Source: an optimization exercise on an open RTL-to-GDS flow (aim: small area). Production flows keep margins and buffers that such runs may drop. The RTL was checked by simulation tests, not by an equivalence proof against the original design. No activity file was given, so power comes from the tool's default toggle rates.

$ cat flow/flow/area.abc
strash
&get -n
&fraig -x
&put
scorr
dc2
strash
&get -n
&synch2
&dch -f
&nf -R 1000 -p -F 8
&put
strash
&get -n
&dch -f
&nf -R 1000 -p -F 8
&put
$ cat flow/flow/run.sh
#!/bin/bash
# The standard layout (standard.sh) with these changes:
# - synthesis: the ABC technology-mapping step uses flow/area.abc, an
#   area-oriented script, in place of ORFS's delay-oriented abc_speed.script
#   (the 20 ns clock leaves plenty of slack). Register mapping and everything
#   else in synthesis is the standard synthesis.
# - clock tree: buffers and sink clusters as in CTS_ARGS below, no dummy loads.
# - port buffers: every input and output port still gets a buffer, of the
#   small buf_1 cell.
# Each tool's full output is in the ORFS logs under orfs/logs; make's own
# output is in flow.log.
set -euo pipefail
W=$PWD
cat > "$W/abc_override.tcl" <<EOT
proc abc {args} {
  foreach opt {-script -D -constr} {
    set i [lsearch -exact \$args \$opt]
    if {\$i >= 0} { set args [lreplace \$args \$i [expr {\$i + 1}]] }
  }
  yosys abc -script $W/flow/area.abc {*}\$args
}
EOT
cat "$W/abc_override.tcl" "$W/synth_recipe.tcl" > "$W/synth_area.tcl"
sed "s|SYNTH_SCRIPT=[^ ]*|SYNTH_SCRIPT=$W/synth_area.tcl|" "$W/standard.sh" > "$W/standard_area.sh"
export CTS_ARGS="-sink_clustering_enable -repair_clock_nets -dont_use_dummy_load -buf_list sky130_fd_sc_hd__clkbuf_8 -sink_clustering_size 16 -sink_clustering_max_diameter 60"
export BUFFER_PORTS_ARGS="-buffer_cell sky130_fd_sc_hd__buf_1"
bash "$W/standard_area.sh" finish > "$W/flow.log" 2>&1
$ cat flow/constraint.sdc
create_clock -name core_clock -period 20.0 [get_ports {clk}]
set_input_delay 4.0000 -clock core_clock [delete_from_list [all_inputs] [get_ports {clk}]]
set_output_delay 4.0000 -clock core_clock [all_outputs]
set_load 0.01 [all_outputs]
$ cat flow/design.v
module field_row (
    input clk,
    input [11:0] up,
    input [11:0] w,
    input sh,
    input wr,
    input hold,
    output reg [11:0] q
);
	always @(posedge clk)
		q <= (up & {12{sh}}) | (w & {12{wr}}) | (q & {12{hold}});
endmodule
module top(
    input clk,                  
    input rst,                  
    input start_game,           
    input drop,                 
    input rotate,               
    input left,                 
    input right,                
    output [3:0] red,           
    output [3:0] blue,
    output [3:0] green,
    output hsync,               
    output vsync,               
    output [7:0] disp0,         
    output [7:0] disp1          
);
	reg [15:0] lfsr;
	wire feedback;
	assign feedback = lfsr[15] ^ lfsr[13] ^ lfsr[12] ^ lfsr[10];
	reg lfsr_out;
	always @(posedge clk or posedge rst) begin
	    if (rst) begin
	        lfsr <= 16'hACE1;
	    end else begin
	        lfsr <= {lfsr[14:0], feedback};
	    end
	end
	always @(posedge clk)
	    if (!rst)
	        lfsr_out <= lfsr[15];
	wire [2:0] top3 = {lfsr_out, lfsr[15:14]};
	wire [2:0] chooseBlock = (top3 == 3'd7) ? 3'd0 : top3;
	reg [5:0] qx;
	reg [4:0] sx;
	reg [4:0] qy;
	reg [4:0] sy;
	reg pix_en;
	always @(posedge clk)
		if (rst)
			pix_en <= 1'b0;
		else
			pix_en <= ~pix_en;
	wire x_last = (qx == 38) && (sx == 18);    
	wire y_last = (qy == 25) && (sy == 17);    
	always @(posedge clk) begin
		if (rst) begin
			qx <= 0;
			sx <= 17;
		end else if (pix_en) begin
			if (x_last) begin
				qx <= 0;
				sx <= 17;
			end else if (sx == 20) begin
				qx <= qx + 1;
				sx <= 0;
			end else
				sx <= sx + 1;
		end
	end
	always @(posedge clk) begin
		if (rst) begin
			qy <= 0;
			sy <= 17;
		end else if (pix_en && x_last) begin
			if (y_last) begin
				qy <= 0;
				sy <= 17;
			end else if (sy == 20) begin
				qy <= qy + 1;
				sy <= 0;
			end else
				sy <= sy + 1;
		end
	end
	assign hsync = (qx < 5) || (qx == 5 && sx < 8);        
	assign vsync = (qy == 0) && (sy < 19);                 
	wire row_on = (qy >= 4) && (qy <= 23) && (sy <= 17);
	parameter INIT         = 4'b0000;
	parameter SPAWN_BLOCK  = 4'b0001;
	parameter MOVE_BLOCK   = 4'b0010;
	parameter MOVE_LEFT    = 4'b0011;
	parameter MOVE_RIGHT   = 4'b0100;
	parameter MOVE_DOWN    = 4'b0101;
	parameter EVALUATE     = 4'b0110;
	parameter PREROTATE    = 4'b0111;
	parameter ROTATE_BLOCK = 4'b1000;
	parameter END_GAME     = 4'b1001;
	parameter FALL_SLOW    = 1999;
	parameter FALL_FAST    = 199;
	reg [11:0] game_space[19:0];    
	reg [3:0] blk[3:0];
	reg [3:0] blk_col;
	reg [3:0] prev[3:0];      
	reg [3:0] prev_col;       
	reg [3:0] gamestate;
	reg [4:0] current_top;
	reg [2:0] block_row;
	reg [4:0] game_row;
	wire blk_any3 = blk[0][3] | blk[1][3] | blk[2][3] | blk[3][3];    
	wire gameborder_left  = (blk_col == 0) && blk_any3;
	reg gameborder_right;
	always @(*) begin
		case (blk_col)
			4'd8:  gameborder_right = blk[0][0] | blk[1][0] | blk[2][0] | blk[3][0];
			4'd9:  gameborder_right = blk[0][1] | blk[1][1] | blk[2][1] | blk[3][1];
			4'd10: gameborder_right = blk[0][2] | blk[1][2] | blk[2][2] | blk[3][2];
			4'd11: gameborder_right = blk[0][3] | blk[1][3] | blk[2][3] | blk[3][3];
			default: gameborder_right = 1'b0;
		endcase
	end
	reg collision;
	reg collision_begin_check;
	reg collision_complete;
	wire fall;
	reg quick_fall;
	reg [10:0] cntr;
	integer i;
	reg left_d;
	reg right_d;
	reg drop_d;
	reg start_game_d;
	reg rotate_d;
	always @ (posedge clk) begin
		left_d <= left;
		right_d <= right;
		drop_d <= drop;
		start_game_d <= start_game;
		rotate_d <= rotate;
	end
	always @ (posedge clk) begin
		if(rst)
			cntr <= 0;
		else if(~quick_fall && (cntr >= FALL_SLOW))
			cntr <= 0;
		else if(quick_fall && (cntr >= FALL_FAST))
			cntr <= 0;
		else
			cntr <= cntr + 1;
	end
	assign fall = quick_fall?(cntr == FALL_FAST):(cntr == FALL_SLOW);
	wire start_edge  = start_game_d ^ start_game;
	wire left_rel    = left_d & ~left;
	wire right_rel   = right_d & ~right;
	wire drop_edge   = drop_d ^ drop;
	wire rotate_edge = rotate_d ^ rotate;
	reg [11:0] gs_rd;
	always @(*) begin
		gs_rd = 12'h000;
		for (i = 0; i < 20; i = i + 1)
			gs_rd = gs_rd | (game_space[i] & {12{game_row == i}});
	end
	wire [4:0] ev_off = game_row - current_top;
	wire ev_in = (game_row >= current_top) && (ev_off < 4);
	wire [1:0] br_sel = collision_begin_check ? block_row[1:0] : ev_off[1:0];
	wire [3:0] br_box = blk[br_sel];
	wire [11:0] br_row = {br_box, 8'h00} >> blk_col;
	wire [11:0] ev_row = gs_rd | (ev_in ? br_row : 12'h000);
	wire ev_full = (ev_row == 12'hFFF);
	reg fs_clear;         
	reg fs_write;         
	reg fs_shift;         
	always @(*) begin
		fs_clear = 0;
		fs_write = 0;
		fs_shift = 0;
		if (~rst && ~collision_begin_check) begin
			if (gamestate == INIT && start_edge)
				fs_clear = 1;
			if (gamestate == EVALUATE && game_row != 20) begin
				if (ev_full)
					fs_shift = 1;
				else
					fs_write = 1;
			end
		end
	end
	wire [11:0] wr_data = fs_clear ? 12'h000 : ev_row;
	reg [19:0] row_sh, row_wr, row_hold;
	always @(*)
		for (i = 0; i < 20; i = i + 1) begin
			row_sh[i] = fs_shift && (i <= game_row);
			row_wr[i] = fs_clear || (fs_write && i == game_row);
			row_hold[i] = ~(row_sh[i] | row_wr[i]);
		end
	wire [11:0] gs_q[19:0];
	genvar gr;
	generate
		for (gr = 0; gr < 20; gr = gr + 1) begin : rows
			field_row field_row_i (
				.clk(clk),
				.up((gr == 0) ? 12'h000 : gs_q[(gr == 0) ? 0 : gr - 1]),
				.w(wr_data),
				.sh(row_sh[gr]),
				.wr(row_wr[gr]),
				.hold(row_hold[gr]),
				.q(gs_q[gr])
			);
		end
	endgenerate
	always @(*)
		for (i = 0; i < 20; i = i + 1)
			game_space[i] = gs_q[i];
	wire pts_clr = rst | (~collision_begin_check && gamestate == INIT && start_edge);
	wire pts_inc = fs_shift;
	task shift_left;    
		begin
			if (blk_col != 0)
				blk_col <= blk_col - 1;
			else
				for (i = 0; i < 4; i = i + 1)
					blk[i] <= {blk[i][2:0], 1'b0};
		end
	endtask
	task shift_right;   
		blk_col <= blk_col + 1;
	endtask
	task restore;
		begin
			for (i = 0; i < 4; i = i + 1)
				blk[i] <= prev[i];
			blk_col <= prev_col;
		end
	endtask
	always @ (posedge clk) begin
		if (rst) begin
			gamestate <= INIT;
			collision_begin_check <= 0;
			quick_fall <= 0;
		end else if(collision_begin_check) begin
			block_row <= block_row +1;
			game_row <= game_row +1;
			if(~collision && (block_row <4) && (game_row <20)) begin
				 if(gs_rd & br_row)
					  collision <= 1;
			end else if((game_row == 20) && (block_row <4) && (br_box != 0))
				 collision <= 1;
			else begin
				 collision_complete <= 1;
				 collision_begin_check <= 0;
			end
		end else begin
			case (gamestate)
				 INIT: begin
					  if (start_edge) begin
							gamestate <= SPAWN_BLOCK;
							collision_complete <= 0;
					  end
				 end
				 SPAWN_BLOCK: begin
					  if(~collision_complete) begin
							case (chooseBlock)
								3'b001: begin blk[0] <= 4'b1111; blk[1] <= 4'b0000; end  
								3'b010: begin blk[0] <= 4'b0100; blk[1] <= 4'b1110; end  
								3'b011: begin blk[0] <= 4'b1110; blk[1] <= 4'b0010; end  
								3'b100: begin blk[0] <= 4'b1110; blk[1] <= 4'b1000; end  
								3'b101: begin blk[0] <= 4'b1100; blk[1] <= 4'b0110; end  
								3'b110: begin blk[0] <= 4'b0110; blk[1] <= 4'b1100; end  
								default: begin blk[0] <= 4'b1100; blk[1] <= 4'b1100; end  
							endcase
							blk[2] <= 4'b0000;
							blk[3] <= 4'b0000;
							blk_col <= 4;
							current_top <= 0;
							collision_begin_check <= 1;
							collision <= 0;
							quick_fall <= 0;
							block_row <= 0;
							game_row <= 0;
					  end else if (collision) begin
							gamestate <= END_GAME;
					  end else if (collision_complete) begin
							gamestate <= MOVE_BLOCK;
					  end
				 end
				 MOVE_BLOCK: begin
					  collision_complete <= 0;
					  if(fall) begin
							gamestate <= MOVE_DOWN;
					  end else if (left_rel && ~gameborder_left) begin
							gamestate <= MOVE_LEFT;
					  end else if (right_rel && ~gameborder_right) begin
							gamestate <= MOVE_RIGHT;
					  end else if(drop_edge) begin
							quick_fall <= 1;
					  end else if (rotate_edge) begin
							gamestate <= PREROTATE;
							for(i=0;i<4;i=i+1)
								 prev[i] <= blk[i];
							prev_col <= blk_col;
					  end
				 end
				 MOVE_LEFT: begin
					  if (~collision_complete) begin
							collision <= 0;
							collision_begin_check <= 1;
							block_row <= 0;
							game_row <= current_top;
							shift_left;
					  end else begin
							if(collision)
								 shift_right;
							gamestate <= MOVE_BLOCK;
					  end
				 end
				 MOVE_RIGHT: begin
					  if(~collision_complete) begin
							collision <= 0;
							collision_begin_check <= 1;
							block_row <= 0;
							game_row <= current_top;
							shift_right;
					  end else begin
							 if(collision)
								 shift_left;
							gamestate <= MOVE_BLOCK;
					  end
				 end
				 MOVE_DOWN: begin
					  if(~collision_complete) begin
							if(current_top < 19) begin
								 collision <= 0;
								 collision_begin_check <= 1;
							end else if(current_top == 19 && blk[0] != 0) begin
								 collision <= 1;
								 collision_complete <= 1;
							end
							block_row <= 0;
							game_row <= current_top+1;
					  end else if(collision) begin
							gamestate <= EVALUATE;
							game_row <= 0;
					  end else begin
							current_top <= current_top + 1;
							gamestate <= MOVE_BLOCK;
					  end
				 end
				 EVALUATE: begin
					if(game_row == 20) begin
						gamestate <= SPAWN_BLOCK;
						collision_complete <= 0;
					end else begin
						game_row <= game_row +1;
					end
				end
				PREROTATE: begin
				  if (blk_col != 0) begin
						blk_col <= blk_col - 1;
					end else begin
						for (i = 0; i < 4; i = i + 1)
							blk[i] <= {blk[3][3-i], blk[2][3-i], blk[1][3-i], blk[0][3-i]};
						collision_complete <= 0;
						gamestate <= ROTATE_BLOCK;
					 end
				 end
				 ROTATE_BLOCK: begin
					 if (blk_col == 0 && ~blk_any3) begin
						 for (i = 0; i < 4; i = i + 1)
							blk[i] <= {blk[i][2:0], 1'b0};
					 end else if (blk_col < prev_col) begin
						 if (~gameborder_right) begin
							shift_right;
						 end else begin
							gamestate <= MOVE_BLOCK;
							restore;
						  end
					  end else begin
						 if (~collision_complete) begin
							collision_begin_check <= 1;
							collision <= 0;
							block_row <= 0;
							game_row <= current_top;
						 end else if (collision) begin
							gamestate <= MOVE_BLOCK;
							restore;
						 end else begin
							gamestate <= MOVE_BLOCK;
						 end
					  end
				 end
				END_GAME: begin
				  if(start_edge)
					 gamestate <= INIT;
				end
			endcase
		end
	end
	reg [11:0] dp_gs;
	reg dp_gs_bit;
	reg [19:0] dp_sel;
	always @(*) begin
		for (i = 0; i < 20; i = i + 1)
			dp_sel[i] = (qy == i + 4);
		dp_gs = 12'h000;
		for (i = 0; i < 20; i = i + 1)
			dp_gs = dp_gs | (game_space[i] & {12{dp_sel[i]}});
		dp_gs_bit = 1'b0;
		for (i = 0; i < 12; i = i + 1)
			dp_gs_bit = dp_gs_bit | (dp_gs[i] & (qx == i + 17));
	end
	wire [4:0] dp_row = qy - 5'd4;
	wire [4:0] dp_off = dp_row - current_top;
	wire dp_in = (dp_row >= current_top) && (dp_off < 4);
	wire [5:0] dp_j = qx + {2'b00, blk_col} - 6'd25;
	wire [3:0] dp_box = blk[dp_off[1:0]];
	wire dp_blk_bit = dp_in && (dp_j < 4) && dp_box[dp_j[1:0]];
	wire disp_bit = dp_gs_bit | dp_blk_bit;
	wire block = disp_bit && row_on && (qx >= 17) && (qx <= 28) && (sx <= 17);
	wire x_in = (qx > 16 || (qx == 16 && sx >= 17)) && (qx < 29 || (qx == 29 && sx == 0));
	wire y_in = (qy > 3 || (qy == 3 && sy >= 17)) && (qy < 24 || (qy == 24 && sy == 0));
	wire x_edge = (qx == 16 && sx == 17) || (qx == 29 && sx == 0);
	wire y_edge = (qy == 3 && sy == 17) || (qy == 24 && sy == 0);
	wire frame = (y_edge && x_in) || (x_edge && y_in);
	reg pix_pre, pix;
	always @(posedge clk) begin
		pix_pre <= block | frame;
		if (pix_en)
			pix <= pix_pre;
	end
	wire vis_x = (qx > 7 || (qx == 7 && sx > 14)) && (qx < 38 || (qx == 38 && sx <= 6));
	wire vis_y = (qy > 2 || (qy == 2 && sy > 10)) && (qy < 25 || (qy == 25 && sy <= 6));
	wire on = vis_x && vis_y && pix;
	assign red = {4{on}};
	assign blue = {4{on}};
	assign green = {4{on}};
	reg pts_clr_d, pts_inc_d;
	reg [3:0] ones;
	reg [4:0] tens;
	always @(posedge clk) begin
		pts_clr_d <= pts_clr;
		pts_inc_d <= pts_inc;
		if (pts_clr_d) begin
			ones <= 0;
			tens <= 0;
		end else if (pts_inc_d) begin
			if (ones == 9) begin
				ones <= 0;
				tens <= tens + 1;
			end else if (tens == 25 && ones == 5) begin
				ones <= 0;
				tens <= 0;
			end else
				ones <= ones + 1;
		end
	end
	function [7:0] seg7;
		input [3:0] num;
		seg7 = (num == 0) ? 8'b11000000 :
		       (num == 1) ? 8'b11111001 :
		       (num == 2) ? 8'b10100100 :
		       (num == 3) ? 8'b10110000 :
		       (num == 4) ? 8'b10011001 :
		       (num == 5) ? 8'b10010010 :
		       (num == 6) ? 8'b10000010 :
		       (num == 7) ? 8'b11111000 :
		       (num == 8) ? 8'b10000000 :
		       (num == 9) ? 8'b10010000 : 8'b01111111;
	endfunction
	assign disp0 = seg7(ones);
	assign disp1 = seg7(tens[3:0]);
endmodule
$ cat flow/config.mk
export PLATFORM = sky130hd
export DESIGN_NAME = top
export DESIGN_NICKNAME = top
export VERILOG_FILES = /design/flow/design.v
export SDC_FILE = /design/flow/constraint.sdc
export NUM_CORES = 4
export LEC_CHECK = 0
export CAP_MARGIN = 20
export CORE_MARGIN = 2
export CORE_UTILIZATION = 50
export PLACE_DENSITY = 0.65
export SLEW_MARGIN = 20
export SYNTH_HIERARCHICAL = 1
$ cat flow/standard.sh
#!/bin/bash
# synth_recipe.tcl (not shown) runs the flow's synth.tcl, then flattens the netlist and writes it again
# the make line also repeats each setting of config.mk as NAME=value (left out here)
make -C /OpenROAD-flow-scripts/flow DESIGN_CONFIG=/design/flow/config.mk WORK_HOME=/design/flow/orfs CLKGATE_MAP_FILE= SYNTH_SCRIPT=/design/flow/synth_recipe.tcl "${@:-finish}"
==> results of run 1 <==
path summary, 6_finish.rpt:
kind | from | to | slack, ps | cells past startpoint
min | lfsr[3]$_DFF_PP0_ | lfsr[4]$_DFF_PP0_ | 330 | 0
max | game_row[0]$_DFFE_PP_ | rows[16].field_row_i.q[10]$_DFF_P_ | 12910 | 23
max reg2reg | game_row[0]$_DFFE_PP_ | rows[16].field_row_i.q[10]$_DFF_P_ | 12910 | 23
min reg2reg | lfsr[3]$_DFF_PP0_ | lfsr[4]$_DFF_PP0_ | 330 | 0
max in group asynchronous | rst | lfsr[15]$_DFF_PP1_ | 15890 | 3
min in group asynchronous | rst | lfsr[12]$_DFF_PP0_ | 3690 | 3
metal layers:
layer,wire (µm),up-vias
met2,34400,1770
met1,31500,9840
met5,13,-
met3,13300,402
met4,4730,2
li1,-,8846
synthesized netlist by cell type (all sizes together), types with 7 or more instances:
master | n | area (µm²)
and2 | 12 | 75.1
a21oi | 102 | 510
clkinv | 302 | 1130
a22oi | 91 | 683
nand3b | 8 | 60.1
o41ai | 7 | 61.3
nand2 | 176 | 661
and3 | 30 | 188
nand2b | 12 | 75.1
a221oi | 24 | 210
nor2b | 22 | 138
nor2 | 166 | 623
a31oi | 22 | 138
ha | 62 | 776
a222oi | 312 | 3120
dfrtp | 8 | 200
nand3 | 60 | 300
nor4 | 9 | 56.3
nor3 | 55 | 275
o21ai | 89 | 445
buf | 12 | 90.1
dfstp | 8 | 210
xnor2 | 16 | 140
mux2i | 12 | 120
a22o | 17 | 149
dfxtp | 296 | 5930
xor2 | 12 | 105
nand4 | 38 | 238
edfxtp | 57 | 1710
a211oi | 7 | 52.6
state kept, by name, indices dropped and copies added, names as in the netlist, 3 cells and up:
name,cells
prev_col,4
game_row,5
lfsr,16
sx,5
rows.field_row_i.q,240
qx,6
sy,5
ones,4
prev,16
tens,5
current_top,5
blk,16
block_row,3
blk_col,4
gamestate,4
cntr,11
qy,5
power groups by stage:
| stage | clock, mW | combinational [mW] | sequential, mW |
|---|---|---|---|
| after floorplan | 0 | 0.510 | 1.10 |
| after global placement | 0 | 0.754 | 1.22 |
| after detailed placement | 0 | 0.772 | 1.22 |
| after CTS | 0.429 | 0.775 | 1.20 |
| after global routing | 0.454 | 0.876 | 1.24 |
| final | 0.424 | 0.810 | 1.23 |
stage by stage:
stage | total power, mW | worst slack (ps) | instances
2_1_floorplan | 1.61 | 12660 | 2150
3_3_place_gp | 1.98 | 12680 | 2773
3_5_place_dp | 1.99 | 12570 | 2775
4_1_cts | 2.41 | 13070 | 2812
5_1_grt | 2.57 | 12310 | 2814
6_report | 2.46 | 12910 | 2816
modules after synthesis (local to each module, per instance):
module	flops+latches	cells inside	copies in the design	area (µm²)
top	129	1419	1	11300
field_row	12	36	20	405
layout make-up:
class,count,area (µm²)
timing repair buffer,121,781
multi-input combinational,1467,10300
fill,3630,17100
antenna,2,5.00
sequential,369,8050
inverter,302,1130
tap,518,648
clock buffer,37,509
kinds of logic after synthesis:
family | after synthesis | synth area share
compound gates | 729 | 0.302
xor+xnor | 28 | 0.0127
fa+ha+maj | 65 | 0.0431
buf+inv | 314 | 0.0632
flops | 369 | 0.415
mux | 19 | 0.0138
other cells | 1 | 0.000194
simple gates | 614 | 0.149
==> results.toml, run 1 <==
[status]
outcome = "no timing/DRC/antenna violations"

[final_layout]
drive_gt1_frac = 0.0732
final_area_um2 = 21400
finish.utilization = 0.556
fin_nets = 2370
syn_to_final_growth_pct = 10.4
final_cell_mix = "312 x a222oi_1, 301 x clkinv_1, 296 x dfxtp_1, 176 x nand2_1, 144 x nor2_1"
layout_commonest_cell = "a222oi_1"

[worst_setup_path]
critical_path.cell_chain = "clkinv_1, ha_1, clkinv_1, fa_1, mux2i_1, mux2i_1, a21oi_1, nor2_1, nor2_1, nor2_1, a21oi_1, and2_0, a21oi_1, or4_1, nor3_1, buf_4, nand2_1, clkinv_1, nand2_1, a21oi_1, nor2_1, a222oi_1, clkinv_1"
startpoint_type = "flop"
critPathSlowestCell = "a21oi_1"
worstPathRequired_ps = 20510
cp_slowest_stage_delay_ps = 860
cp_top_family = "simple AND/OR/NAND/NOR gates"
crit_fanout = 21
crit_type = "reg2reg"
cp-end-kind = "flop"
path_buf_inv = 5
cp_data_arrival_time_ps = 7600

[pwr]
p_seq_frac = 0.499
p_comb_frac = 0.329
power_switching_share = 0.446
clockPowerShare = 0.172
intPower_mw = 1.36
power_density_nw_per_um2 = 115
ir_worst_vdd_uv = 89.4
switching_power_mw = 1.10
leakagePower_nw = 7.57

[placed_design]
dp_hpwl_mm = 59.4
place_congestion = 1.03
portBuffers = 36
postPlaceCellArea_um2 = 20800

[global_routing]
met3_usage = 0.145
grt_pass1_vias = 19600
grt_pass1_wl_mm = 125
grt_max_degree = 28
grtUsageMet1 = 0.547
grtUsageTotal = 0.409
antenna_found_initial = 2
use_met2 = 0.592
grt_busiest_layer = "met2"
overflow = 0

[clock_tree]
cts_max_path_buffers = 3
cts.sinks = 369
cts-buffers-inserted = 37
post-cts-setup-buffers = 0
path_clk_slew_ps = 100
cts_tree = "built"
cts-root-buf = "clkbuf_8"
ctsHoldBuffers = 0
ctsResizeCount = 0
clock_latency_ps = 650
ctsHtreeMaxLevel = 2

[sta]
tns_ps = 0
finalSetupViolCount = 0
worstMarginPinSlew_ps = 1240
whs_ps = 330
slew_viol_final = 0
relSlewSlack = 0.174
fin_crit_sh = 0.355
fmax_mhz = 141
finalClockSkew_ps = 79.3
period_minus_slack_ps = 7090
hold_violations = 0
rsz0062_at_grt = "false"

[die]
fp.dieArea_um2 = 40300
start_util = 0.504
die_height_um = 201
core_um2 = 38500
row_count = 72
ios = 37
die_w_um = 201

[route]
vias = 20900
drtPass1Iterations = 17
drtIter0Drc = 5017
wl_per_cell_um = 29.8
wl_mm = 84.0
antenna_left = 0
drc_errors = 0
via_per_inst = 7.41

[min_path]
hold_class = "reg2reg"

[run]
maxCapViolations = 0

[synthesis]
ys_warn_count = 14
synthDistinctLibCells = 63
syn-cell-area_um2 = 19400
ys_ff_latch = 369
syn_avg_cell_area_um2 = 9.06
async_reset_ff_frac = 0.0434
yosysSeqAreaShare = 0.415
synth_cells = 2139
synth_edf_count = 57
synthFlopType = "dfxtp_1"
==> run 2: changes to the inputs <==
==> flow/flow/run.sh (replaced) <==
#!/bin/bash
# The standard layout (standard.sh) with two changes:
# - synthesis: the ABC technology-mapping step uses flow/area.abc, an
#   area-oriented script, in place of ORFS's delay-oriented abc_speed.script
#   (the 20 ns clock leaves plenty of slack). Register mapping and everything
#   else in synthesis is the standard synthesis.
# - clock tree: clkbuf_8 buffers, clusters of at most 12 sinks, no dummy loads.
set -euo pipefail
W=$PWD
cat > "$W/abc_override.tcl" <<EOT
proc abc {args} {
  foreach opt {-script -D -constr} {
    set i [lsearch -exact \$args \$opt]
    if {\$i >= 0} { set args [lreplace \$args \$i [expr {\$i + 1}]] }
  }
  yosys abc -script $W/flow/area.abc {*}\$args
}
EOT
cat "$W/abc_override.tcl" "$W/synth_recipe.tcl" > "$W/synth_area.tcl"
sed "s|SYNTH_SCRIPT=[^ ]*|SYNTH_SCRIPT=$W/synth_area.tcl|" "$W/standard.sh" > "$W/standard_area.sh"
export CTS_ARGS="-sink_clustering_enable -repair_clock_nets -dont_use_dummy_load -buf_list sky130_fd_sc_hd__clkbuf_8 -sink_clustering_size 12 -sink_clustering_max_diameter 50"
bash "$W/standard_area.sh" finish > "$W/flow.log" 2>&1
==> run 2 against run 1 <==
Sequential share of layout area fell by 0.63 points. Hold slack improved by 14 ps. Worst setup slack lost 290 ps. Routed wire length up 6.2%. First-iteration DRC count unchanged. Cell area is 1.7% higher.
==> results.toml, run 2 <==
[worst_setup_path]
cp-end-kind = "flop"
crit_type = "in2reg"
cp_data_arrival_time_ps = 7870
critical_path.cell_chain = "clkdlybuf4s50_1, buf_4, nor3_2, buf_4, nand2_1, clkinv_1, nand2_1, a21oi_1, nor2_1, a222oi_1, clkinv_1"
crit_fanout = 26
path_buf_inv = 5
worstPathRequired_ps = 20490
cp_slowest_stage_delay_ps = 860
startpoint_type = "input pin"
cp_top_family = "simple AND/OR/NAND/NOR gates"
critPathSlowestCell = "a21oi_1"

[sta]
slew_viol_final = 0
fmax_mhz = 136
fin_crit_sh = 0.369
worstMarginPinSlew_ps = 1290
relSlewSlack = 0.136
finalSetupViolCount = 0
tns_ps = 0
rsz0062_at_grt = "false"
layout_setup_ws_ps = 12620
finalClockSkew_ps = 84.4
hold_violations = 0
period_minus_slack_ps = 7380

[synthesis]
ys_ff_latch = 369
syn-cell-area_um2 = 19400
synth-xor-area-share = 0.0127
synthDistinctLibCells = 63
synthFlopType = "dfxtp_1"
synth.top_cells.by_count = "312 x a222oi_1, 302 x clkinv_1, 296 x dfxtp_1"
yosysSeqAreaShare = 0.415
syn_avg_cell_area_um2 = 9.06
synthMuxAreaShare = 0.0138
synth_fa_ha_area_frac = 0.0431
ys_top_cells_by_area = "dfxtp_1 31%, a222oi_1 16%, edfxtp_1 8.8%, clkinv_1 5.9%, ha_1 4.0%"
synth_edf_count = 57
synth_top_family_by_area = "compound AO/OA/AOI/OAI gates"
async_reset_ff_frac = 0.0434
netlist.area_leader.share = 0.306
yosysTopAreaCell = "dfxtp_1"
synth_cells = 2139
ys_warn_count = 14
synth-simple-area-share = 0.149
yosysMostFrequentCell = "a222oi_1"
synth_compound_area_frac = 0.302

[clock_tree]
cts_tree = "built"
ctsHtreeMaxLevel = 2
post-cts-setup-buffers = 0
ctsResizeCount = 0
cts_max_path_buffers = 3
cts-buffers-inserted = 45
cts-root-buf = "clkbuf_8"
cts.sinks = 369
path_clk_slew_ps = 70
ctsHoldBuffers = 0
clock_latency_ps = 670

[placed_design]
dp_hpwl_mm = 61.0
portBuffers = 36
dp_slack_ps = 12010
place_congestion = 1.06
place_inst = 2776

[die]
die_height_um = 201
start_util = 0.504
ios = 37
fp.dieArea_um2 = 40300
core_um2 = 38500
die_w_um = 201
row_count = 72

[route]
via_per_inst = 7.50
vias = 21200
drc_errors = 0
antenna_left = 0
wl_mm = 89.2
wl_per_cell_um = 31.6
drtIter0Drc = 5017
drtPass1Iterations = 17

[global_routing]
overflow = 0
antenna_found_initial = 3
grt_max_degree = 28
grt_pass1_vias = 20000
grt_pass1_wl_mm = 130
grtUsageTotal = 0.429

[final_layout]
layout_commonest_cell = "a222oi_1"
final_cells = 2825
multiInputGateArea_um2 = 10300
fin_nets = 2380
largest_reg_flops = 240
finish.utilization = 0.565
area.sequential_um2 = 8050
drive_gt1_frac = 0.0781
syn_to_final_growth_pct = 12.3
fillCellCount = 3510
largest-register = "rows.field_row_i.q"
final_cell_mix = "312 x a222oi_1, 302 x clkinv_1, 296 x dfxtp_1, 176 x nand2_1, 143 x nor2_1"

[pwr]
ir_worst_vdd_uv = 91.7
power_density_nw_per_um2 = 117
leakagePower_nw = 7.72
power_mw = 2.55

[run]
maxCapViolations = 0

[status]
outcome = "no timing/DRC/antenna violations"

[min_path]
hold_class = "reg2reg"
==> run 2: cell counts after synthesis <==
Identical to the previous run, type by type.
==> run 2: power by group <==
part / internal (mW) / switching [mW] / total [mW]
clock network: 0.199 / 0.272 / 0.470
logic: 0.262 / 0.571 / 0.833
registers: 0.937 / 0.308 / 1.25
==> run 2: layout make-up <==
cell class,count,share of cell area
Sequential cell,369,0.370
Antenna cell,1,0.000115
Clock buffer,45,0.0285
Timing Repair Buffer,123,0.0468
Multi-Input combinational cell,1467,0.472
Inverter,302,0.0521
Tap cell,518,0.0298
==> run 2: final timing paths <==
path / start / end / slack, ps / cells past startpoint
setup reg to reg: game_row[3]$_DFFE_PP_ / rows[19].field_row_i.q[10]$_DFF_P_ / 12750 / 17
hold / removal: lfsr[6]$_DFF_PP1_ / lfsr[7]$_DFF_PP1_ / 340 / 0
max in group asynchronous: rst / lfsr[9]$_DFF_PP0_ / 15450 / 3
hold reg to reg: lfsr[6]$_DFF_PP1_ / lfsr[7]$_DFF_PP1_ / 340 / 0
min in group asynchronous: rst / lfsr[14]$_DFF_PP0_ / 4100 / 3
setup / recovery: rst / rows[19].field_row_i.q[10]$_DFF_P_ / 12620 / 11
==> run 2: through the flow <==
stage          cell area (µm²)  hold slack, ps
5_1_grt                  21700             339
4_1_cts                  21700             345
3_3_place_gp             21100             334
2_1_floorplan            19400             331
3_5_place_dp             21100             336
6_report                 21700             345
==> run 2: Yosys stat by module, one instance, submodules excluded <==
module     cells inside  flops+latches  times used  cell area [µm²]
top                1419            129           1            11300
field_row            36             12          20              405
==> run 2: kinds of logic after synthesis <==
group | count (synthesis)
compound gates | 729
simple gates | 614
flops | 369
buf+inv | 314
fa+ha+maj | 65
xor+xnor | 28
mux | 19
other cells | 1
==> run 2: layer usage <==
metal | up-vias | share of wire | GRT usage
met5 | - | 0.00030 | 0
met4 | 4 | 0.069 | 0.255
met3 | 455 | 0.17 | 0.166
met2 | 1809 | 0.40 | 0.609
met1 | 10100 | 0.36 | 0.553
li1 | 8851 | - | -
==> run 3: changes to the inputs <==
--- a/flow/design.v
+++ b/flow/design.v
@@ -12,2 +12,19 @@
 endmodule
+module box_reg (
+    input clk,
+    input [15:0] shape,
+    input [15:0] shl,
+    input [15:0] tr,
+    input [15:0] prev,
+    input spawn,
+    input sh_left,
+    input transpose,
+    input restore,
+    input hold,
+    output reg [15:0] q
+);
+	always @(posedge clk)
+		q <= (shape & {16{spawn}}) | (shl & {16{sh_left}}) | (tr & {16{transpose}})
+		   | (prev & {16{restore}}) | (q & {16{hold}});
+endmodule
 module top(
@@ -102,3 +119,3 @@
 	reg [11:0] game_space[19:0];    
-	reg [3:0] blk[3:0];
+	wire [3:0] blk[3:0];      
 	reg [3:0] blk_col;
@@ -108,3 +125,3 @@
 	reg [4:0] current_top;
-	reg [2:0] block_row;
+	wire [4:0] block_row;
 	reg [4:0] game_row;
@@ -165,3 +182,4 @@
 	wire ev_in = (game_row >= current_top) && (ev_off < 4);
-	wire [1:0] br_sel = collision_begin_check ? block_row[1:0] : ev_off[1:0];
+	assign block_row = ev_off - (gamestate == MOVE_DOWN);
+	wire [1:0] br_sel = block_row[1:0];    
 	wire [3:0] br_box = blk[br_sel];
@@ -217,9 +235,4 @@
 	task shift_left;    
-		begin
-			if (blk_col != 0)
-				blk_col <= blk_col - 1;
-			else
-				for (i = 0; i < 4; i = i + 1)
-					blk[i] <= {blk[i][2:0], 1'b0};
-		end
+		if (blk_col != 0)
+			blk_col <= blk_col - 1;
 	endtask
@@ -228,9 +241,60 @@
 	endtask
-	task restore;
-		begin
-			for (i = 0; i < 4; i = i + 1)
-				blk[i] <= prev[i];
-			blk_col <= prev_col;
-		end
+	task restore;       
+		blk_col <= prev_col;
 	endtask
+	reg box_spawn, box_shl, box_tr, box_rest;
+	always @(*) begin
+		box_spawn = 0;
+		box_shl = 0;
+		box_tr = 0;
+		box_rest = 0;
+		if (~rst && ~collision_begin_check)
+			case (gamestate)
+				SPAWN_BLOCK: box_spawn = ~collision_complete;
+				MOVE_LEFT:   box_shl = ~collision_complete && (blk_col == 0);
+				MOVE_RIGHT:  box_shl = collision_complete && collision && (blk_col == 0);
+				PREROTATE:   box_tr = (blk_col == 0);
+				ROTATE_BLOCK:
+					if (blk_col == 0 && ~blk_any3)
+						box_shl = 1;
+					else if (blk_col < prev_col)
+						box_rest = gameborder_right;
+					else
+						box_rest = collision_complete && collision;
+				default: ;
+			endcase
+	end
+	wire box_hold = ~(box_spawn | box_shl | box_tr | box_rest);
+	reg [7:0] shape;    
+	always @(*)
+		case (chooseBlock)
+			3'b001: shape = {4'b0000, 4'b1111};  
+			3'b010: shape = {4'b1110, 4'b0100};  
+			3'b011: shape = {4'b0010, 4'b1110};  
+			3'b100: shape = {4'b1000, 4'b1110};  
+			3'b101: shape = {4'b0110, 4'b1100};  
+			3'b110: shape = {4'b1100, 4'b0110};  
+			default: shape = {4'b1100, 4'b1100};  
+		endcase
+	wire [15:0] box_q;
+	box_reg box_reg_i (
+		.clk(clk),
+		.shape({8'h00, shape}),
+		.shl({blk[3][2:0], 1'b0, blk[2][2:0], 1'b0, blk[1][2:0], 1'b0, blk[0][2:0], 1'b0}),
+		.tr({blk[3][0], blk[2][0], blk[1][0], blk[0][0],
+		     blk[3][1], blk[2][1], blk[1][1], blk[0][1],
+		     blk[3][2], blk[2][2], blk[1][2], blk[0][2],
+		     blk[3][3], blk[2][3], blk[1][3], blk[0][3]}),
+		.prev({prev[3], prev[2], prev[1], prev[0]}),
+		.spawn(box_spawn),
+		.sh_left(box_shl),
+		.transpose(box_tr),
+		.restore(box_rest),
+		.hold(box_hold),
+		.q(box_q)
+	);
+	assign blk[0] = box_q[3:0];
+	assign blk[1] = box_q[7:4];
+	assign blk[2] = box_q[11:8];
+	assign blk[3] = box_q[15:12];
 	always @ (posedge clk) begin
@@ -241,3 +305,2 @@
 		end else if(collision_begin_check) begin
-			block_row <= block_row +1;
 			game_row <= game_row +1;
@@ -262,13 +325,2 @@
 					  if(~collision_complete) begin
-							case (chooseBlock)
-								3'b001: begin blk[0] <= 4'b1111; blk[1] <= 4'b0000; end  
-								3'b010: begin blk[0] <= 4'b0100; blk[1] <= 4'b1110; end  
-								3'b011: begin blk[0] <= 4'b1110; blk[1] <= 4'b0010; end  
-								3'b100: begin blk[0] <= 4'b1110; blk[1] <= 4'b1000; end  
-								3'b101: begin blk[0] <= 4'b1100; blk[1] <= 4'b0110; end  
-								3'b110: begin blk[0] <= 4'b0110; blk[1] <= 4'b1100; end  
-								default: begin blk[0] <= 4'b1100; blk[1] <= 4'b1100; end  
-							endcase
-							blk[2] <= 4'b0000;
-							blk[3] <= 4'b0000;
 							blk_col <= 4;
@@ -278,3 +330,2 @@
 							quick_fall <= 0;
-							block_row <= 0;
 							game_row <= 0;
@@ -307,3 +358,2 @@
 							collision_begin_check <= 1;
-							block_row <= 0;
 							game_row <= current_top;
@@ -320,3 +370,2 @@
 							collision_begin_check <= 1;
-							block_row <= 0;
 							game_row <= current_top;
@@ -338,3 +387,2 @@
 							end
-							block_row <= 0;
 							game_row <= current_top+1;
@@ -360,4 +408,2 @@
 					end else begin
-						for (i = 0; i < 4; i = i + 1)
-							blk[i] <= {blk[3][3-i], blk[2][3-i], blk[1][3-i], blk[0][3-i]};
 						collision_complete <= 0;
@@ -368,4 +414,2 @@
 					 if (blk_col == 0 && ~blk_any3) begin
-						 for (i = 0; i < 4; i = i + 1)
-							blk[i] <= {blk[i][2:0], 1'b0};
 					 end else if (blk_col < prev_col) begin
@@ -381,3 +425,2 @@
 							collision <= 0;
-							block_row <= 0;
 							game_row <= current_top;
==> flow/flow/run.sh (replaced) <==
#!/bin/bash
# The standard layout (standard.sh) with these changes:
# - synthesis (registers and their mapping unchanged):
#   * the ABC technology-mapping step uses flow/area.abc, an area-oriented
#     script, in place of ORFS's delay-oriented abc_speed.script (the 20 ns
#     clock leaves plenty of slack);
#   * no half/full-adder extraction (ADDER_MAP_FILE empty) and no
#     Kogge-Stone carry-lookahead map for comparators and adders
#     (SYNTH_OPERATIONS_ARGS replaces it), so ABC maps that logic for area.
# - clock tree: buffers and sink clusters as in CTS_ARGS below, no dummy loads.
# - port buffers: every input and output port still gets a buffer, of the
#   small buf_1 cell.
# Each tool's full output is in the ORFS logs under orfs/logs; make's own
# output is in flow.log.
set -euo pipefail
W=$PWD
cat > "$W/abc_override.tcl" <<EOT
proc abc {args} {
  foreach opt {-script -D -constr} {
    set i [lsearch -exact \$args \$opt]
    if {\$i >= 0} { set args [lreplace \$args \$i [expr {\$i + 1}]] }
  }
  yosys abc -script $W/flow/area.abc {*}\$args
}
EOT
cat "$W/abc_override.tcl" "$W/synth_recipe.tcl" > "$W/synth_area.tcl"
sed "s|SYNTH_SCRIPT=[^ ]*|SYNTH_SCRIPT=$W/synth_area.tcl|" "$W/standard.sh" > "$W/standard_area.sh"
export CTS_ARGS="-sink_clustering_enable -repair_clock_nets -dont_use_dummy_load -buf_list sky130_fd_sc_hd__clkbuf_8 -sink_clustering_size 16 -sink_clustering_max_diameter 60"
export BUFFER_PORTS_ARGS="-buffer_cell sky130_fd_sc_hd__buf_1"
bash "$W/standard_area.sh" "ADDER_MAP_FILE=" "SYNTH_OPERATIONS_ARGS=-noshare" finish > "$W/flow.log" 2>&1
--- a/flow/config.mk
+++ b/flow/config.mk
@@ -9,4 +9,5 @@
 export CORE_MARGIN = 2
-export CORE_UTILIZATION = 50
-export PLACE_DENSITY = 0.65
+export CORE_UTILIZATION = 40
+export GPL_TIMING_DRIVEN = 0
+export PLACE_DENSITY = 0.55
 export SLEW_MARGIN = 20
==> run 3 against run 2 <==
Combinational power is 15% lower. Highest routed layer is now met4. Die area is 17% higher. Area after synthesis is 6.1% lower.
==> results.toml, run 3 <==
[route]
antenna_left = 0
drtIter0Drc = 4552
vias = 20100
wl_per_cell_um = 32.0
drtPass1Iterations = 14
drc_errors = 0
wl_mm = 90.8
via_per_inst = 7.08

[global_routing]
antenna_found_initial = 1
grtUsageTotal = 0.379
grt_pass1_wl_mm = 131
overflow = 0
grt_max_degree = 30
grt_pass1_vias = 18800

[worst_setup_path]
worstPathRequired_ps = 20590
cpMostUsedCell = "clkinv_1"
cp_top_family = "simple AND/OR/NAND/NOR gates"
crit_type = "in2reg"
path_buf_inv = 4
startpoint_type = "input pin"
cp_slowest_stage_delay_ps = 960
cp_data_arrival_time_ps = 9400
cp-end-kind = "flop"
critPathSlowestCell = "nor2_2"
crit_fanout = 20
critical_path.cell_chain = "buf_2, or2_0, nor2_1, nand2b_1, clkinv_1, o21ai_0, clkinv_1, nor2_2, a222oi_1, clkinv_1"

[synthesis]
ys_warn_count = 13
yosysMostFrequentCell = "a222oi_1"
synth.top_cells.by_count = "330 x a222oi_1, 312 x dfxtp_1, 265 x clkinv_1"
synthDistinctLibCells = 58
synth_cells = 2037
yosysTopAreaCell = "dfxtp_1"
netlist.area_leader.share = 0.343
syn-cell-area_um2 = 18200
synth_edf_count = 38
ys_top_cells_by_area = "dfxtp_1 34%, a222oi_1 18%, edfxtp_1 6.3%, clkinv_1 5.5%, nor2_1 3.7%"
synthFlopType = "dfxtp_1"
yosysSeqAreaShare = 0.429
syn_avg_cell_area_um2 = 8.93
ys_ff_latch = 366
async_reset_ff_frac = 0.0437

[clock_tree]
cts.sinks = 366
cts-root-buf = "clkbuf_8"
cts-buffers-inserted = 39
path_clk_slew_ps = 90
cts_max_path_buffers = 3
ctsHtreeMaxLevel = 2
ctsHoldBuffers = 0
ctsResizeCount = 0
cts_tree = "built"
clock_latency_ps = 680
post-cts-setup-buffers = 0

[die]
core_um2 = 45100
die_height_um = 217
start_util = 0.403
die_w_um = 217
row_count = 78
ios = 37
fp.dieArea_um2 = 47200

[sta]
fin_crit_sh = 0.441
worstMarginPinSlew_ps = 1170
fmax_mhz = 113
relSlewSlack = 0.218
rsz0062_at_grt = "false"
tns_ps = 0
hold_violations = 0
finalSetupViolCount = 0
finalClockSkew_ps = 95.9
whs_ps = 357
slew_viol_final = 0
period_minus_slack_ps = 8810

[placed_design]
dp_hpwl_mm = 68.1
place_congestion = 1.01
portBuffers = 36

[final_layout]
drive_gt1_frac = 0.115
final_cell_mix = "330 x a222oi_1, 312 x dfxtp_1, 264 x clkinv_1, 161 x nand2_1, 134 x nor2_1"
largest_reg_flops = 240
fin_nets = 2242
layout_commonest_cell = "a222oi_1"
syn_to_final_growth_pct = 16.1
largest-register = "rows.field_row_i.q"

[pwr]
ir_worst_vdd_uv = 67.4
leakagePower_nw = 7.25
power_density_nw_per_um2 = 114
power_mw = 2.40

[status]
outcome = "no timing/DRC/antenna violations"

[run]
maxCapViolations = 0

[min_path]
hold_class = "reg2reg"
==> run 3: cell types whose count changed in the layout (fill, tap and decap cells not counted), moves of 21 or more <==
cell,delta
ha_1,-62
clkinv_1,-38
clkdlybuf4s50_1,-36
buf_1,+35
o21ai_0,-32
buf_4,-30
buf_6,+26
nor2_2,+22
buf_8,+21
==> run 3: path summary, 6_finish.rpt <==
check	cells after the start	from	to	slack [ps]
setup / recovery	10	rst	rows[8].field_row_i.q[10]$_DFF_P_	11190
hold / removal	0	lfsr[3]$_DFF_PP0_	lfsr[4]$_DFF_PP0_	360
setup reg to reg	18	game_row[1]$_DFFE_PP_	rows[8].field_row_i.q[10]$_DFF_P_	11840
hold reg to reg	0	lfsr[3]$_DFF_PP0_	lfsr[4]$_DFF_PP0_	360
max in group asynchronous	2	rst	lfsr[9]$_DFF_PP0_	15870
min in group asynchronous	2	rst	lfsr[14]$_DFF_PP0_	3720
==> run 3: worst register-to-register path: cells and delay by family, from the launching register on <==
family,cells,cell delay (ps)
buf+inv,5,2200
simple gates,8,3390
flops,1,550
compound gates,5,2010
==> run 3: area by class of cell <==
type	count	area [µm²]
tap	600	751
antenna	2	5.00
clock buffer	39	537
sequential	366	7800
buffer	12	90.1
timing repair buffer	133	1110
fill	4472	24000
multi-input combinational	1418	9830
inverter	265	995
==> run 3: modules after synthesis (local to each module, per instance) <==
module | flops+latches | times used | area (µm²) | cells inside
top | 110 | 1 | 9420 | 1253
field_row | 12 | 20 | 405 | 36
box_reg | 16 | 1 | 661 | 64
==> run 3: logic make-up after synthesis <==
logic type | share of synthesized area
buffers and inverters | 0.0596
xor gates and xnor gates | 0.0183
muxes | 0.00695
DFF | 0.429
AOI/OAI and AO/OA | 0.325
adders and majority gates | 0.00385
other | 0.000413
and+or+nand+nor | 0.158
==> run 3: metal layers <==
layer,up-vias,part of all wire,GRT usage
met5,-,0,0
met1,9734,0.36,0.445
met4,0,0.083,0.262
met2,1366,0.45,0.608
met3,382,0.11,0.0955
li1,8585,-,-
==> run 3: metrics by stage <==
stage	worst slack (ps)	cells	util	area [µm²]
finish	11190	2835	0.468	21100
CTS	11640	2833	0.468	21100
floorplan	12970	2061	-	18300
detailed placement	10970	2794	0.456	20600
global route	11130	2833	0.468	21100
global placement	9470	2697	0.425	19200
==> run 3: power breakdown <==
part	switching [mW]	total, mW	internal, mW
Clock	0.263	0.437	0.174
Combinational	0.472	0.712	0.240
Sequential	0.332	1.25	0.921
==> run 4: changes to the inputs <==
--- a/flow/design.v
+++ b/flow/design.v
@@ -12,8 +12,18 @@
 endmodule
+module field_row0 (
+    input clk,
+    input [11:0] w,
+    input wr,
+    input hold,
+    output reg [11:0] q
+);
+	always @(posedge clk)
+		q <= (w & {12{wr}}) | (q & {12{hold}});
+endmodule
 module box_reg (
     input clk,
-    input [15:0] shape,
-    input [15:0] shl,
-    input [15:0] tr,
-    input [15:0] prev,
+    input [7:0] shape,
+    input [7:0] shl,
+    input [7:0] tr,
+    input [7:0] prev,
     input spawn,
@@ -23,7 +33,52 @@
     input hold,
-    output reg [15:0] q
+    output reg [7:0] q
+);
+	always @(posedge clk)
+		q <= (shape & {8{spawn}}) | (shl & {8{sh_left}}) | (tr & {8{transpose}})
+		   | (prev & {8{restore}}) | (q & {8{hold}});
+endmodule
+module box_reg_low (
+    input clk,
+    input [7:0] shl,
+    input [7:0] tr,
+    input [7:0] prev,
+    input sh_left,
+    input transpose,
+    input restore,
+    input hold,
+    output reg [7:0] q
 );
 	always @(posedge clk)
-		q <= (shape & {16{spawn}}) | (shl & {16{sh_left}}) | (tr & {16{transpose}})
-		   | (prev & {16{restore}}) | (q & {16{hold}});
+		q <= (shl & {8{sh_left}}) | (tr & {8{transpose}})
+		   | (prev & {8{restore}}) | (q & {8{hold}});
+endmodule
+module col_reg (
+    input clk,
+    input [3:0] dec_v,
+    input [3:0] inc_v,
+    input [3:0] prev_col,
+    input spawn,
+    input dec,
+    input inc,
+    input rest,
+    input hold,
+    output reg [3:0] q
+);
+	always @(posedge clk)
+		q <= {1'b0, spawn, 2'b00} | (dec_v & {4{dec}}) | (inc_v & {4{inc}})
+		   | (prev_col & {4{rest}}) | (q & {4{hold}});
+endmodule
+module row_cnt (
+    input clk,
+    input [4:0] inc_v,
+    input [4:0] ct,
+    input [4:0] ct1,
+    input inc,
+    input ld_ct,
+    input ld_ct1,
+    input hold,
+    output reg [4:0] q
+);
+	always @(posedge clk)
+		q <= (inc_v & {5{inc}}) | (ct & {5{ld_ct}}) | (ct1 & {5{ld_ct1}}) | (q & {5{hold}});
 endmodule
@@ -120,3 +175,3 @@
 	wire [3:0] blk[3:0];      
-	reg [3:0] blk_col;
+	wire [3:0] blk_col;        
 	reg [3:0] prev[3:0];      
@@ -126,3 +181,3 @@
 	wire [4:0] block_row;
-	reg [4:0] game_row;
+	wire [4:0] game_row;       
 	wire blk_any3 = blk[0][3] | blk[1][3] | blk[2][3] | blk[3][3];    
@@ -217,6 +272,6 @@
 	generate
-		for (gr = 0; gr < 20; gr = gr + 1) begin : rows
+		for (gr = 1; gr < 20; gr = gr + 1) begin : rows
 			field_row field_row_i (
 				.clk(clk),
-				.up((gr == 0) ? 12'h000 : gs_q[(gr == 0) ? 0 : gr - 1]),
+				.up(gs_q[gr - 1]),
 				.w(wr_data),
@@ -229,2 +284,9 @@
 	endgenerate
+	field_row0 field_row_0 (
+		.clk(clk),
+		.w(wr_data),
+		.wr(row_wr[0]),
+		.hold(row_hold[0]),
+		.q(gs_q[0])
+	);
 	always @(*)
@@ -234,13 +296,5 @@
 	wire pts_inc = fs_shift;
-	task shift_left;    
-		if (blk_col != 0)
-			blk_col <= blk_col - 1;
-	endtask
-	task shift_right;   
-		blk_col <= blk_col + 1;
-	endtask
-	task restore;       
-		blk_col <= prev_col;
-	endtask
 	reg box_spawn, box_shl, box_tr, box_rest;
+	reg col_dec, col_inc;
+	reg gr_inc, gr_zero, gr_ct, gr_ct1;
 	always @(*) begin
@@ -250,8 +304,43 @@
 		box_rest = 0;
-		if (~rst && ~collision_begin_check)
+		col_dec = 0;
+		col_inc = 0;
+		gr_inc = 0;
+		gr_zero = 0;
+		gr_ct = 0;
+		gr_ct1 = 0;
+		if (rst) begin
+		end else if (collision_begin_check)
+			gr_inc = 1;
+		else
 			case (gamestate)
-				SPAWN_BLOCK: box_spawn = ~collision_complete;
-				MOVE_LEFT:   box_shl = ~collision_complete && (blk_col == 0);
-				MOVE_RIGHT:  box_shl = collision_complete && collision && (blk_col == 0);
-				PREROTATE:   box_tr = (blk_col == 0);
+				SPAWN_BLOCK: begin
+					box_spawn = ~collision_complete;
+					gr_zero = ~collision_complete;
+				end
+				MOVE_LEFT:
+					if (~collision_complete) begin
+						gr_ct = 1;
+						box_shl = (blk_col == 0);
+						col_dec = (blk_col != 0);
+					end else
+						col_inc = collision;
+				MOVE_RIGHT:
+					if (~collision_complete) begin
+						gr_ct = 1;
+						col_inc = 1;
+					end else begin
+						box_shl = collision && (blk_col == 0);
+						col_dec = collision && (blk_col != 0);
+					end
+				MOVE_DOWN:
+					if (~collision_complete)
+						gr_ct1 = 1;
+					else
+						gr_zero = collision;
+				EVALUATE:
+					gr_inc = (game_row != 20);
+				PREROTATE: begin
+					box_tr = (blk_col == 0);
+					col_dec = (blk_col != 0);
+				end
 				ROTATE_BLOCK:
@@ -259,6 +348,9 @@
 						box_shl = 1;
-					else if (blk_col < prev_col)
+					else if (blk_col < prev_col) begin
+						col_inc = ~gameborder_right;
 						box_rest = gameborder_right;
-					else
+					end else begin
+						gr_ct = ~collision_complete;
 						box_rest = collision_complete && collision;
+					end
 				default: ;
@@ -281,9 +373,7 @@
 		.clk(clk),
-		.shape({8'h00, shape}),
-		.shl({blk[3][2:0], 1'b0, blk[2][2:0], 1'b0, blk[1][2:0], 1'b0, blk[0][2:0], 1'b0}),
-		.tr({blk[3][0], blk[2][0], blk[1][0], blk[0][0],
-		     blk[3][1], blk[2][1], blk[1][1], blk[0][1],
-		     blk[3][2], blk[2][2], blk[1][2], blk[0][2],
+		.shape(shape),
+		.shl({blk[1][2:0], 1'b0, blk[0][2:0], 1'b0}),
+		.tr({blk[3][2], blk[2][2], blk[1][2], blk[0][2],
 		     blk[3][3], blk[2][3], blk[1][3], blk[0][3]}),
-		.prev({prev[3], prev[2], prev[1], prev[0]}),
+		.prev({prev[1], prev[0]}),
 		.spawn(box_spawn),
@@ -293,3 +383,38 @@
 		.hold(box_hold),
-		.q(box_q)
+		.q(box_q[7:0])
+	);
+	box_reg_low box_reg_low_i (
+		.clk(clk),
+		.shl({blk[3][2:0], 1'b0, blk[2][2:0], 1'b0}),
+		.tr({blk[3][0], blk[2][0], blk[1][0], blk[0][0],
+		     blk[3][1], blk[2][1], blk[1][1], blk[0][1]}),
+		.prev({prev[3], prev[2]}),
+		.sh_left(box_shl),
+		.transpose(box_tr),
+		.restore(box_rest),
+		.hold(box_hold),
+		.q(box_q[15:8])
+	);
+	col_reg col_reg_i (
+		.clk(clk),
+		.dec_v(blk_col - 4'd1),
+		.inc_v(blk_col + 4'd1),
+		.prev_col(prev_col),
+		.spawn(box_spawn),
+		.dec(col_dec),
+		.inc(col_inc),
+		.rest(box_rest),
+		.hold(~(box_spawn | col_dec | col_inc | box_rest)),
+		.q(blk_col)
+	);
+	row_cnt row_cnt_i (
+		.clk(clk),
+		.inc_v(game_row + 5'd1),
+		.ct(current_top),
+		.ct1(current_top + 5'd1),
+		.inc(gr_inc),
+		.ld_ct(gr_ct),
+		.ld_ct1(gr_ct1),
+		.hold(~(gr_inc | gr_zero | gr_ct | gr_ct1)),
+		.q(game_row)
 	);
@@ -305,3 +430,2 @@
 		end else if(collision_begin_check) begin
-			game_row <= game_row +1;
 			if(~collision && (block_row <4) && (game_row <20)) begin
@@ -325,3 +449,2 @@
 					  if(~collision_complete) begin
-							blk_col <= 4;
 							current_top <= 0;
@@ -330,3 +453,2 @@
 							quick_fall <= 0;
-							game_row <= 0;
 					  end else if (collision) begin
@@ -358,7 +480,3 @@
 							collision_begin_check <= 1;
-							game_row <= current_top;
-							shift_left;
 					  end else begin
-							if(collision)
-								 shift_right;
 							gamestate <= MOVE_BLOCK;
@@ -370,7 +488,3 @@
 							collision_begin_check <= 1;
-							game_row <= current_top;
-							shift_right;
 					  end else begin
-							 if(collision)
-								 shift_left;
 							gamestate <= MOVE_BLOCK;
@@ -387,6 +501,4 @@
 							end
-							game_row <= current_top+1;
 					  end else if(collision) begin
 							gamestate <= EVALUATE;
-							game_row <= 0;
 					  end else begin
@@ -400,4 +512,2 @@
 						collision_complete <= 0;
-					end else begin
-						game_row <= game_row +1;
 					end
@@ -406,3 +516,2 @@
 				  if (blk_col != 0) begin
-						blk_col <= blk_col - 1;
 					end else begin
@@ -415,8 +524,4 @@
 					 end else if (blk_col < prev_col) begin
-						 if (~gameborder_right) begin
-							shift_right;
-						 end else begin
+						 if (gameborder_right)
 							gamestate <= MOVE_BLOCK;
-							restore;
-						  end
 					  end else begin
@@ -425,6 +530,4 @@
 							collision <= 0;
-							game_row <= current_top;
 						 end else if (collision) begin
 							gamestate <= MOVE_BLOCK;
-							restore;
 						 end else begin
--- a/flow/config.mk
+++ b/flow/config.mk
@@ -9,5 +9,4 @@
 export CORE_MARGIN = 2
-export CORE_UTILIZATION = 40
-export GPL_TIMING_DRIVEN = 0
-export PLACE_DENSITY = 0.55
+export CORE_UTILIZATION = 50
+export PLACE_DENSITY = 0.65
 export SLEW_MARGIN = 20
==> run 4 against run 3 <==
Combinational power increased by about 20%. Largest cell class unchanged. Largest power group unchanged. Sequential power about the same. Worst setup slack improved by 1500 ps. Global-route usage increased by 7.1 points. Sequential cell count unchanged. Clock skew decreased by 20 ps. Synthesized cell count decreased by 0.54%.
==> results.toml, run 4 <==
[status]
outcome = "no timing/DRC/antenna violations"

[synthesis]
netlist.area_leader.share = 0.355
yosysSeqAreaShare = 0.426
yosysMostFrequentCell = "dfxtp_1"
synth_cells = 2026
yosysTopAreaCell = "dfxtp_1"
async_reset_ff_frac = 0.0437
syn_avg_cell_area_um2 = 8.93
synthDistinctLibCells = 57
ys_warn_count = 17
ys_ff_latch = 366
synth.top_cells.by_count = "321 x dfxtp_1, 310 x a222oi_1, 257 x clkinv_1"
syn-cell-area_um2 = 18100
ys_top_cells_by_area = "dfxtp_1 36%, a222oi_1 17%, clkinv_1 5.3%, edfxtp_1 4.8%, a22oi_1 4.6%"
synth_edf_count = 29
synthFlopType = "dfxtp_1"

[final_layout]
top_regs = "rows.field_row_i.q: 228 flops, lfsr: 16 flops, prev: 16 flops"
fillCellCount = 3300
drive_gt1_frac = 0.0932
layout_commonest_cell = "dfxtp_1"
fin_nets = 2186
final_cell_mix = "321 x dfxtp_1, 310 x a222oi_1, 257 x clkinv_1, 160 x nand2_1, 136 x nor2_1"
largest_reg_flops = 228
syn_to_final_growth_pct = 11.5
largest-register = "rows.field_row_i.q"

[global_routing]
grt_max_degree = 28
grtUsageMet1 = 0.537
grt_pass1_wl_mm = 127
grt_busiest_layer = "met2"
use_met2 = 0.640
overflow = 0
grt_pass1_vias = 18700
grtUsageTotal = 0.450
met3_usage = 0.209
antenna_found_initial = 6

[clock_tree]
ctsResizeCount = 0
cts-root-buf = "clkbuf_8"
clock_latency_ps = 640
cts.sinks = 366
cts_tree = "built"
path_clk_slew_ps = 100
cts_max_path_buffers = 3
post-cts-setup-buffers = 0
ctsHtreeMaxLevel = 2
ctsHoldBuffers = 0
cts-buffers-inserted = 35

[worst_setup_path]
cp-end-kind = "flop"
critPathSlowestCell = "o31ai_2"
reg2reg_from = "row_cnt_i.q[1]$_DFF_P_"
endpoint = "rows[14].field_row_i.q[11]$_DFF_P_"
worstPathRequired_ps = 20480
cp_data_arrival_time_ps = 7800
startpoint = "row_cnt_i.q[1]$_DFF_P_"
cp_slowest_stage_delay_ps = 1040
crit_fanout = 20
cpMostUsedCell = "buf_4"
rrSetupSlack_ps = 12680
rr_worst_depth = 19
critical_path.cell_chain = "clkinv_1, nand2_1, nor2_1, buf_4, a222oi_1, a21boi_0, nand3_1, a2111oi_0, nand2_1, a21oi_1, nor2_1, nand4_1, nand3_1, buf_4, o31ai_2, buf_4, nor2_2, a222oi_1, clkinv_1"
startpoint_type = "flop"
crit_type = "reg2reg"
r2r_end = "rows[14].field_row_i.q[11]$_DFF_P_"

[route]
drc_errors = 0
wl_mm = 88.2
drtPass1Iterations = 15
antenna_left = 0
vias = 20500
drtIter0Drc = 5301
via_per_inst = 7.78
wl_per_cell_um = 33.4

[placed_design]
place_congestion = 1.05
portBuffers = 36
dp_hpwl_mm = 57.9

[sta]
fmax_mhz = 137
slew_viol_final = 0
finalSetupViolCount = 0
period_minus_slack_ps = 7320
fin_crit_sh = 0.366
worstMarginPinSlew_ps = 1300
whs_ps = 361
hold_violations = 0
relSlewSlack = 0.130
rsz0062_at_grt = "false"
tns_ps = 0
finalClockSkew_ps = 75.8

[pwr]
ir_worst_vdd_uv = 79.7
power_mw = 2.50
leakagePower_nw = 6.91
power_density_nw_per_um2 = 124

[min_path]
hold_depth = 0
hold_class = "reg2reg"

[die]
core_um2 = 35600
die_w_um = 194
ios = 37
start_util = 0.508
die_height_um = 194
row_count = 69
fp.dieArea_um2 = 37700

[run]
maxCapViolations = 0
-- run 4: cell count changes after synthesis, sizes merged, moves of 9 or more --
cell,change
a21oi,-38
a222oi,-20
edfxtp,-9
nand3,+9
dfxtp,+9
a22o,+9
a22oi,+36
nor3,-11
-- run 4: worst min path at each step --
stage / start / endpoint / slack, ps
finish: lfsr[1]$_DFF_PP0_ / lfsr[2]$_DFF_PP0_ / 360
global route: lfsr[5]$_DFF_PP1_ / lfsr[6]$_DFF_PP1_ / 370
CTS: lfsr[1]$_DFF_PP0_ / lfsr[2]$_DFF_PP0_ / 360
detailed placement: lfsr[1]$_DFF_PP0_ / lfsr[2]$_DFF_PP0_ / 340
global placement: lfsr[4]$_DFF_PP0_ / lfsr[5]$_DFF_PP1_ / 330
floorplan: lfsr[1]$_DFF_PP0_ / lfsr[2]$_DFF_PP0_ / 330
-- run 4: through the flow --
step	cell area, µm²	cells	util	worst slack [ps]
floorplan	18100	2030	-	13080
global placement	19600	2601	0.551	12730
detailed placement	19600	2602	0.552	12620
CTS	20100	2637	0.566	12740
global route	20200	2639	0.567	12370
finish	20200	2641	0.567	12680
-- run 4: layout make-up --
cell class,instances,area [µm²],share of cell area
Clock buffer,35,482,0.0239
Multi-Input combinational cell,1395,9620,0.477
Timing Repair Buffer,124,796,0.0395
Antenna cell,3,7.51,0.000372
Tap cell,461,577,0.0286
Inverter,257,965,0.0479
Sequential cell,366,7710,0.382
-- run 4: power breakdown --
group	internal [mW]	switching (mW)
Clock	0.157	0.259
Sequential	0.910	0.320
Combinational	0.255	0.599
Total	1.32	1.18
-- run 4: per-module statistics from Yosys (local to each module, per instance) --
module / copies in the design / area (µm²) / flops+latches / cells inside
top: 1 / 9050 / 101 / 1218
box_reg: 1 / 330 / 8 / 32
row_cnt: 1 / 194 / 5 / 20
col_reg: 1 / 151 / 4 / 16
field_row: 19 / 405 / 12 / 36
field_row0: 1 / 345 / 12 / 24
box_reg_low: 1 / 310 / 8 / 32
-- run 4: per-layer routing --
metal / vias to the layer above / share of wire
met4: 4 / 0.094
met3: 598 / 0.16
met5: - / 0.00092
met2: 1923 / 0.40
li1: 8482 / -
met1: 9540 / 0.35
-- run 4: critical path: cells and delay by family, from the launching register on --
kind            cells  cell delay [ps]
compound gates      6             2780
flops               1              940
simple gates        8             2000
buf+inv             5             1410
-- run 4: cell families after synthesis --
family,Yosys count,share of synthesized area
and+or+nand+nor,599,0.154
other,2,0.000415
adders and majority gates,5,0.00277
DFF,366,0.426
muxes,12,0.00685
AOI/OAI and AO/OA,734,0.332
xor gates and xnor gates,39,0.0189
buffers and inverters,269,0.0583
==> run 5: changes to the inputs <==
==> flow/flow/area.abc (replaced) <==
strash
dc2
strash
&get -n
&dc2
&dch -f
&nf -R 1000 -p -F 8 -C 32
&put
strash
&get -n
&dch -f
&nf -R 1000 -p -F 8 -C 32
&put
==> run 5 against run 4 <==
Sequential cell count unchanged. Synthesized cell count decreased by 2.5%. Maximum frequency decreased by 3.0%. Cell area decreased by 1.8%. Combinational power decreased by 6.1%. Hold slack got worse by 24 ps. Critical path type is now in2reg. Power decreased by 5.4%.
==> results.toml, run 5 <==
[status]
outcome = "no timing/DRC/antenna violations"

[worst_setup_path]
startpoint_type = "input pin"
r2r_end = "rows[19].field_row_i.q[7]$_DFF_P_"
worstPathRequired_ps = 20530
cp-end-kind = "flop"
reg2reg_from = "gamestate[2]$_SDFFE_PP0P_"

[placed_design]
place_inst = 2546
dp_slack_ps = 12170

[synthesis]
synth_cells = 1976
syn-cell-area_um2 = 17900
ys_ff_latch = 366
syn_avg_cell_area_um2 = 9.07
ys_warn_count = 17

[sta]
fin_crit_sh = 0.377
slew_viol_final = 0
finalSetupViolCount = 0
finalClockSkew_ps = 94.8
fmax_mhz = 133
worstMarginPinSlew_ps = 1200
rsz0062_at_grt = "false"

[route]
via_per_inst = 7.85
drtIter0Drc = 5109
antenna_left = 0
drc_errors = 0
vias = 20300
wl_mm = 91.3
wl_per_cell_um = 35.3

[die]
die_w_um = 193
fp.dieArea_um2 = 37400
die_height_um = 193
ios = 37

[min_path]
hold_depth = 0
hold_class = "reg2reg"

[final_layout]
layout_commonest_cell = "a222oi_1"
largest_reg_flops = 228
final_cells = 2588
final_cell_mix = "344 x a222oi_1, 321 x dfxtp_1, 254 x clkinv_1, 161 x nand2_1, 145 x nor2_1"

[clock_tree]
ctsHtreeMaxLevel = 2
ctsHoldBuffers = 0
post-cts-setup-buffers = 0
cts-buffers-inserted = 35
cts_max_path_buffers = 3
cts.sinks = 366

[global_routing]
antenna_found_initial = 8
grt_pass1_vias = 19200
grt_max_degree = 25
grtUsageTotal = 0.478
grt_pass1_wl_mm = 133

[run]
maxCapViolations = 0
## run 5: changes by cell type after synthesis, moves of 11 or more
cell and change:
a222oi_1 +34, a22o_1 -13, a22oi_1 -35, nor2_1 -17, nor3_1 +11, nor4_1 -12
## run 5: worst max-delay path by stage
stage | startpoint | to | slack (ps) | cells past startpoint
floorplan | rst | box_reg_low_i.q[0]$_DFF_P_ | 12440 | 6
global placement | rst | rows[19].field_row_i.q[10]$_DFF_P_ | 12230 | 12
detailed placement | rst | rows[13].field_row_i.q[10]$_DFF_P_ | 12170 | 11
CTS | rst | rows[13].field_row_i.q[10]$_DFF_P_ | 12830 | 11
global route | gamestate[2]$_SDFFE_PP0P_ | rows[19].field_row_i.q[11]$_DFF_P_ | 12200 | 22
finish | rst | rows[19].field_row_i.q[7]$_DFF_P_ | 12450 | 12
## run 5: kinds of logic (layout without fill, tap and decap cells)
logic type      count (synthesis)  in the layout  synth area share
xor+xnor                       44             44            0.0215
mux                            11             11           0.00768
buf+inv                       266            409            0.0582
flops                         366            366             0.430
compound gates                690            690             0.324
other cells                     2             10          0.000419
fa+ha+maj                       5              5           0.00279
simple gates                  592            592             0.155
## run 5: final cells by class
class                           instances  area, µm²
Clock buffer                           35        482
Tap cell                              461        577
Sequential cell                       366       7710
Fill cell                            3244      15600
Multi-Input combinational cell       1348       9300
Inverter                              254        953
Antenna cell                            4       10.0
Timing Repair Buffer                  120        769
## run 5: stage by stage
stage,hold slack [ps],power (mW),utilization
2_1_floorplan,331,1.48,-
3_3_place_gp,336,1.87,0.544
3_5_place_dp,343,1.87,0.544
4_1_cts,341,2.27,0.558
5_1_grt,350,2.44,0.559
6_report,337,2.37,0.559
## run 5: critical path, delay by kind of cell
kind,cells,cell delay (ps)
buffers and inverters,5,980
and+or+nand+nor,5,1980
AOI/OAI and AO/OA,2,1070
## run 5: routing by layer
metal / track usage / wire [µm]
met2: 0.683 / 36900
met4: 0.405 / 10100
met3: 0.221 / 14100
met1: 0.541 / 30100
met5: 0 / 27
## run 5: power by group
part           leakage (nW)  switching [mW]  internal [mW]
Sequential             3.06           0.282          0.869
Combinational          3.55           0.569          0.233
Clock                 0.252           0.257          0.157
Total                  6.86            1.11           1.26
## run 5: Yosys stat by module (local to each module, per instance)
module / times used / cells / area [µm²] / flops+latches
top: 1 / 1168 / 8890 / 101
col_reg: 1 / 16 / 151 / 4
box_reg_low: 1 / 32 / 310 / 8
row_cnt: 1 / 20 / 194 / 5
box_reg: 1 / 32 / 330 / 8
field_row0: 1 / 24 / 345 / 12
field_row: 19 / 36 / 405 / 12

==> static timing again, ports no longer ideal <==
In the flow no input, the clock included, has a driving cell. The finished layouts below were timed again as built, in two steps. Step 1, drivers: a clkbuf_16 drives clk and a buf_2 each remaining input, both assumed. Step 2 times the ports against the registers' clock, not the clock port: input delays grow and output delays shrink by t, the midpoint of the rising clock arrivals with the driver on. Slacks: no drivers / after step 1 / after step 2; pairs: no drivers / after step 1.
run	t, ns	slack for setup (ns)
run 1	0.668	12.910 / 12.910 / 12.463
run 2	0.688	12.621 / 12.654 / 11.966
run 3	0.689	11.187 / 11.228 / 10.539
run 4	0.657	12.682 / 12.658 / 12.544
run 5	0.672	12.454 / 12.486 / 11.814
After both steps every run listed still meets setup and hold.
